Context: an optimization exercise on an open-source flow, tuned for small area. The choices shown serve that exercise and are no tape-out recipe. Only simulation tests tie the RTL to the original design; equivalence was not proved. Power is estimated from default activity; no workload was simulated.

== pine ==
Design top, start of the top module:
module top(
    input CLK               ,
    input RST_N             ,
    input  SCL              ,
    input  SDA              ,
    output SDA_OUT          ,
    output OUT_EN           ,
    input [7:0] RO_ONE      ,
    input [7:0] RO_TWO      ,
    output [31:0] EFUSE_OUT ,
    output [7:0] CTRL_ONE       ,
    output [7:0] CTRL_TWO       ,
    output [7:0] CTRL_THREE     ,
    output VDD5V                ,
    input  Q                    ,
    output PGENB                ,
    output STROBE               ,
    output NR                   ,
    output [31:0] WE
    );
==> module efuse_controller, before the edit <==
module efuse_controller (
    input rst_n ,
    input clk   ,
    input ce    ,
    input wr    ,
    input rd    ,
    input [31:0] data_in,
    output dshift,           
    output reg pgenb,
    output reg nr,
    output reg strobe,
    output [31:0] we,
    output rd_done,
    output reg wr_done
    );
    localparam WAIT = 2'b00 ;
    localparam READ = 2'b01 ;
    localparam PGM  = 2'b10 ;
    localparam [4:0] T0  = 5'b00000, T1 = 5'b00001, T2 = 5'b00011,
                     T3  = 5'b00111, T4 = 5'b01110, T19 = 5'b11101;
    localparam [4:0] TF1 = 5'b11011, TF0 = 5'b10110;
    localparam [159:0] DB = {5'd16, 5'd24, 5'd12, 5'd6, 5'd19, 5'd9, 5'd20, 5'd26,
                             5'd13, 5'd22, 5'd27, 5'd29, 5'd30, 5'd31, 5'd15, 5'd23,
                             5'd11, 5'd21, 5'd10, 5'd5, 5'd2, 5'd17, 5'd8, 5'd4,
                             5'd18, 5'd25, 5'd28, 5'd14, 5'd7, 5'd3, 5'd1, 5'd0};
    localparam [4:0] B31 = 5'd16;
    localparam [5:0] ZERO = 6'b100000;
    function [4:0] t_next(input [4:0] c);
        t_next = {c[3:0], ~(c[4] ^ c[2])};
    endfunction
    function [4:0] b_next(input [4:0] c);
        b_next = {c[3:0], ~(c[4] ^ c[2]) ^ (c[3:0] == 4'b1111)};
    endfunction
    reg [1:0] state_c   ;
    reg [1:0] state_n   ;
    reg [5:0] temp      ;
    reg [5:0] we_i      ;
    reg [4:0] cnt_t_pgm ;
    reg [4:0] cnt_bit   ;
    wire we_nz       = ~we_i[5];
    wire st_wait = (state_c == WAIT);
    wire st_read = (state_c == READ);
    wire st_pgm  = (state_c == PGM);
    wire tf          = (cnt_t_pgm == TF1) || (cnt_t_pgm == TF0);
    wire we_rise     = we_nz & ~strobe & (cnt_t_pgm != TF1);
    wire strobe_fall = st_pgm ? tf : (cnt_t_pgm == T3);
    wire [31:0] dperm;
    wire din_p       = dperm[cnt_bit];
    wire din_t       = ~temp[5] & dperm[temp[4:0]];
    wire [5:0] temp_sh = temp[5] ? temp :
                         (temp[4:0] == B31) ? ZERO : {1'b0, b_next(temp[4:0])};
    genvar k;
    generate for (k = 0; k < 32; k = k + 1) begin : g_we
        assign we[k]             = (we_i == {1'b0, DB[5*k +: 5]});
        assign dperm[DB[5*k +: 5]] = data_in[k];
    end endgenerate
    assign dshift = ce & st_read & (cnt_t_pgm == T2);
    always @(posedge clk or negedge rst_n) begin
        if(!rst_n)
            state_c <= WAIT;
        else if(ce)
            state_c <= state_n;
    end
    always @(*) begin
        case(state_c)
            WAIT:    state_n = rd ? READ : (wr ? PGM : WAIT);
            READ:    state_n = rd_done ? WAIT : READ;
            PGM:     state_n = wr_done ? WAIT : PGM;
            default: state_n = WAIT;
        endcase
    end
    always @(*) begin
        case(state_c)
            READ:    begin pgenb = 1'b1; nr = 1'b1; end
            PGM:     begin pgenb = 1'b0; nr = 1'b0; end
            default: begin pgenb = 1'b1; nr = 1'b0; end
        endcase
    end
    always @(posedge clk or negedge rst_n) begin
        if(!rst_n)
            strobe <= 1'b0;
        else if(ce) begin
            if(st_read)
                strobe <= (cnt_t_pgm == T0 && we_nz) || (cnt_t_pgm == T1);
            else if(st_pgm) begin
                if(we_rise)
                    strobe <= 1'b1;
                else if(cnt_t_pgm == T19)
                    strobe <= 1'b0;
            end
            else
                strobe <= 1'b0;
        end
    end
    always @(posedge clk or negedge rst_n) begin
        if(!rst_n)
            cnt_bit <= 5'd0;
        else if(ce && st_pgm) begin
            if(cnt_bit == B31) begin
                if(strobe_fall || !din_p)
                    cnt_bit <= 5'd0;
            end
            else if(state_n == WAIT)
                cnt_bit <= 5'd0;
            else if(!din_p || strobe_fall)
                cnt_bit <= b_next(cnt_bit);
        end
        else if(ce && st_read) begin
            if((cnt_bit == B31) && strobe_fall)
                cnt_bit <= 5'd0;
            else if(cnt_t_pgm == T3)
                cnt_bit <= b_next(cnt_bit);
        end
    end
    always @(posedge clk or negedge rst_n) begin
        if(!rst_n)
            cnt_t_pgm <= 5'd0;
        else if(ce) begin
            if(st_pgm && cnt_t_pgm == T19)
                cnt_t_pgm <= we_nz ? TF1 : TF0;
            else if(st_pgm && we_nz) begin
                if(strobe)
                    cnt_t_pgm <= t_next(cnt_t_pgm);
                else
                    cnt_t_pgm <= 5'd0;
            end
            else if(st_read)
                cnt_t_pgm <= (cnt_t_pgm == T4) ? T0 : t_next(cnt_t_pgm);
            else
                cnt_t_pgm <= 5'd0;
        end
    end
    always @(posedge clk or negedge rst_n) begin
        if(!rst_n)
            wr_done <= 1'b0;
        else if(ce)
            wr_done <= st_pgm && (cnt_bit == B31) && (strobe_fall || !din_p);
    end
    assign rd_done = st_read && (cnt_t_pgm == T4) && (cnt_bit == 5'd0);
    always @(posedge clk or negedge rst_n) begin
        if(!rst_n)
            we_i <= ZERO;
        else if(ce) begin
            if(state_n == READ && !we_nz)
                we_i <= temp;
            else if(st_read) begin
                if(cnt_t_pgm == T3)
                    we_i <= ZERO;
                else if(cnt_t_pgm == T4)
                    we_i <= temp;
            end
            else if(st_pgm)
                we_i <= (strobe_fall || !din_t) ? ZERO : temp;
        end
    end
    always @(posedge clk or negedge rst_n) begin
        if(!rst_n)
            temp <= 6'd0;
        else if(ce) begin
            if(st_read && cnt_t_pgm == T3)
                temp <= temp_sh;
            else if(cnt_t_pgm == T19)
                temp <= temp_sh;
            else if(st_pgm && !din_p)
                temp <= temp_sh;
            else if(st_wait)
                temp <= 6'd0;
        end
    end
endmodule
Settings: LEC_CHECK=0, ABC_AREA=1, CAP_MARGIN=20, CORE_MARGIN=2, CORE_UTILIZATION=65, PLACE_DENSITY=0.85, SLEW_MARGIN=20; clock period 10.0 ns.
standard.sh (not shown) runs the stock make flow with config.mk's settings and CLKGATE_MAP_FILE= SYNTH_SCRIPT=/design/flow/synth_recipe.tcl, a recipe that flattens the netlist after the stock synthesis.
==> flow/flow/run.sh <==
#!/bin/bash
# The standard layout (standard.sh) with three changes:
#  - synthesis maps logic with an area-oriented ABC script
#    (flow/abc_area2.script: &deepsyn AIG optimisation, then &nf mapping with
#    relaxed delay), swapped in by flow/my_synth.tcl; everything else in
#    synthesis, flip-flop mapping included, is the standard synthesis
#  - port buffers use buf_1
#  - the clock tree uses clkbuf_8 with larger sink clusters and no dummy loads
set -euo pipefail
here=$(pwd)
export MY_ABC_SCRIPT=$here/flow/abc_area2.script
export BUFFER_PORTS_ARGS="-buffer_cell sky130_fd_sc_hd__buf_1"
export CTS_ARGS="-sink_clustering_enable -repair_clock_nets -buf_list {sky130_fd_sc_hd__clkbuf_8} -sink_clustering_size 14 -sink_clustering_max_diameter 50 -dont_use_dummy_load"
sed "s|SYNTH_SCRIPT=[^ ]*|SYNTH_SCRIPT=$here/flow/my_synth.tcl|" standard.sh > my_standard.sh
grep -q "SYNTH_SCRIPT=$here/flow/my_synth.tcl" my_standard.sh
bash my_standard.sh > standard.log 2>&1
==> flow/flow/abc_area2.script <==
strash
&get -n
&deepsyn -J 10
&put
strash
&get -n
&dch
&nf -R 1000 -C 32
&put
topo
==> flow/flow/my_synth.tcl <==
proc synth {args} { yosys synth -nofsm -noshare {*}$args }
proc abc {args} {
  if {[info exists ::env(MY_ABC_SCRIPT)]} {
    set i [lsearch -exact $args -script]
    if {$i >= 0} { set args [lreplace $args $i [expr {$i+1}] -script $::env(MY_ABC_SCRIPT)] }
  }
  puts "abc args: $args"
  yosys abc {*}$args
}
source $::env(SCRIPTS_DIR)/synth.tcl
# left out here: clear keep_hierarchy, flatten, clean up, hide names made inside functions, write 1_2_yosys.v
--- input diff pine..maple ---
==> flow/design.v, changed modules only <==
module efuse_controller (
    input rst_n ,
    input clk   ,
    input ce    ,
    input wr    ,
    input rd    ,
    input [31:0] data_in,
    output dshift,           
    output reg pgenb,
    output reg nr,
    output reg strobe,
    output [31:0] we,
    output reg rd_done,
    output reg wr_done
    );
    localparam WAIT = 2'b00 ;
    localparam READ = 2'b01 ;
    localparam PGM  = 2'b10 ;
    localparam [4:0] T0  = 5'b00000, T1 = 5'b00001, T2 = 5'b00011,
                     T3  = 5'b00111, T4 = 5'b01110, T19 = 5'b11101;
    localparam [159:0] DB = {5'd16, 5'd24, 5'd12, 5'd6, 5'd19, 5'd9, 5'd20, 5'd26,
                             5'd13, 5'd22, 5'd27, 5'd29, 5'd30, 5'd31, 5'd15, 5'd23,
                             5'd11, 5'd21, 5'd10, 5'd5, 5'd2, 5'd17, 5'd8, 5'd4,
                             5'd18, 5'd25, 5'd28, 5'd14, 5'd7, 5'd3, 5'd1, 5'd0};
    localparam [4:0] B31 = 5'd16;
    localparam [5:0] ZERO = 6'b100000;
    function [4:0] t_next(input [4:0] c);
        t_next = {c[3:0], ~(c[4] ^ c[2])};
    endfunction
    function [4:0] b_next(input [4:0] c);
        b_next = {c[3:0], ~(c[4] ^ c[2]) ^ (c[3:0] == 4'b1111)};
    endfunction
    reg [1:0] state_c   ;
    reg [1:0] state_n   ;
    reg [5:0] temp      ;
    reg [5:0] we_i      ;
    reg we_nz_d0        ;
    reg strobe_d0       ;
    reg [4:0] cnt_t_pgm ;
    reg [4:0] cnt_bit   ;
    wire we_nz       = ~we_i[5];
    wire we_rise     = we_nz & ~we_nz_d0;
    wire strobe_fall = ~strobe & strobe_d0;
    wire [31:0] dperm;
    wire din_p       = dperm[cnt_bit];
    wire din_t       = ~temp[5] & dperm[temp[4:0]];
    wire [5:0] temp_sh = temp[5] ? temp :
                         (temp[4:0] == B31) ? ZERO : {1'b0, b_next(temp[4:0])};
    wire st_wait = (state_c == WAIT);
    wire st_read = (state_c == READ);
    wire st_pgm  = (state_c == PGM);
    genvar k;
    generate for (k = 0; k < 32; k = k + 1) begin : g_we
        assign we[k]             = (we_i == {1'b0, DB[5*k +: 5]});
        assign dperm[DB[5*k +: 5]] = data_in[k];
    end endgenerate
    assign dshift = ce & st_read & (cnt_t_pgm == T2);
    always @(posedge clk or negedge rst_n) begin
        if(!rst_n)
            state_c <= WAIT;
        else if(ce)
            state_c <= state_n;
    end
    always @(*) begin
        case(state_c)
            WAIT:    state_n = rd ? READ : (wr ? PGM : WAIT);
            READ:    state_n = rd_done ? WAIT : READ;
            PGM:     state_n = wr_done ? WAIT : PGM;
            default: state_n = WAIT;
        endcase
    end
    always @(*) begin
        case(state_c)
            READ:    begin pgenb = 1'b1; nr = 1'b1; end
            PGM:     begin pgenb = 1'b0; nr = 1'b0; end
            default: begin pgenb = 1'b1; nr = 1'b0; end
        endcase
    end
    always @(posedge clk or negedge rst_n) begin
        if(!rst_n)
            strobe <= 1'b0;
        else if(ce) begin
            if(st_read)
                strobe <= (cnt_t_pgm == T0 && we_nz) || (cnt_t_pgm == T1);
            else if(st_pgm) begin
                if(we_rise)
                    strobe <= 1'b1;
                else if(cnt_t_pgm == T19)
                    strobe <= 1'b0;
            end
            else
                strobe <= 1'b0;
        end
    end
    always @(posedge clk or negedge rst_n) begin
        if(!rst_n) begin
            strobe_d0 <= 1'b0;
            we_nz_d0  <= 1'b0;
        end
        else if(ce) begin
            strobe_d0 <= strobe;
            we_nz_d0  <= we_nz;
        end
    end
    always @(posedge clk or negedge rst_n) begin
        if(!rst_n)
            cnt_bit <= 5'd0;
        else if(ce && st_pgm) begin
            if(cnt_bit == B31) begin
                if(strobe_fall || !din_p)
                    cnt_bit <= 5'd0;
            end
            else if(state_n == WAIT)
                cnt_bit <= 5'd0;
            else if(!din_p || strobe_fall)
                cnt_bit <= b_next(cnt_bit);
        end
        else if(ce && st_read) begin
            if((cnt_bit == B31) && strobe_fall)
                cnt_bit <= 5'd0;
            else if(cnt_t_pgm == T3)
                cnt_bit <= b_next(cnt_bit);
        end
    end
    always @(posedge clk or negedge rst_n) begin
        if(!rst_n)
            cnt_t_pgm <= 5'd0;
        else if(ce) begin
            if(st_pgm && we_nz) begin
                if(cnt_t_pgm == T19)
                    cnt_t_pgm <= T0;
                else if(strobe)
                    cnt_t_pgm <= t_next(cnt_t_pgm);
                else
                    cnt_t_pgm <= 5'd0;
            end
            else if(st_read)
                cnt_t_pgm <= (cnt_t_pgm == T4) ? T0 : t_next(cnt_t_pgm);
            else
                cnt_t_pgm <= 5'd0;
        end
    end
    always @(posedge clk or negedge rst_n) begin
        if(!rst_n) begin
            wr_done <= 1'b0;
            rd_done <= 1'b0;
        end
        else if(ce) begin
            wr_done <= st_pgm && (cnt_bit == B31) && (strobe_fall || !din_p);
            rd_done <= st_read && (cnt_bit == B31) && strobe_fall;
        end
    end
    always @(posedge clk or negedge rst_n) begin
        if(!rst_n)
            we_i <= ZERO;
        else if(ce) begin
            if(state_n == READ && !we_nz)
                we_i <= temp;
            else if(st_read) begin
                if(cnt_t_pgm == T3)
                    we_i <= ZERO;
                else if(cnt_t_pgm == T4)
                    we_i <= temp;
            end
            else if(st_pgm)
                we_i <= (strobe_fall || !din_t) ? ZERO : temp;
        end
    end
    always @(posedge clk or negedge rst_n) begin
        if(!rst_n)
            temp <= 6'd0;
        else if(ce) begin
            if(st_read && cnt_t_pgm == T3)
                temp <= temp_sh;
            else if(cnt_t_pgm == T19)
                temp <= temp_sh;
            else if(st_pgm && !din_p)
                temp <= temp_sh;
            else if(st_wait)
                temp <= 6'd0;
        end
    end
endmodule
### Flow results
maple went all the way through the flow, and no timing, DRC or antenna check failed.
The effective utilization at floorplan number comes out lower for pine vs maple.
In the tables for pine and maple, post-synth design cell area reads higher with maple.
There was hardly any difference in clock buffer instance count of the final layout between pine and maple.
pine and maple ended up with roughly the same multi-input gate share of total cell area.
Higher power spent charging and discharging nets among pine and maple: maple
Die height went up slightly going from pine to maple.

-- re-timing with driven ports --
Ports are ideal in the flow. The routed layouts listed here were re-timed in OpenROAD. Step 1 assumes that a clkbuf_16 drives the clock port and a buf_2 every other input. Step 2 adds t to the input delays and takes it off the output delays; t is the mean of the earliest and latest rising clock arrival at the registers after step 1. Input paths then give back, and output paths get back, about the clock's delay inside the block. Three values: no drivers, after step 1, after step 2; two values: the first two.
run	t, ns	setup WS [ns]	worst setup path after step 2
pine	0.500	6.284 / 6.245 / 6.642	register to register
maple	0.506	6.237 / 6.200 / 6.543	input to register
After both steps every run listed still meets setup and hold.
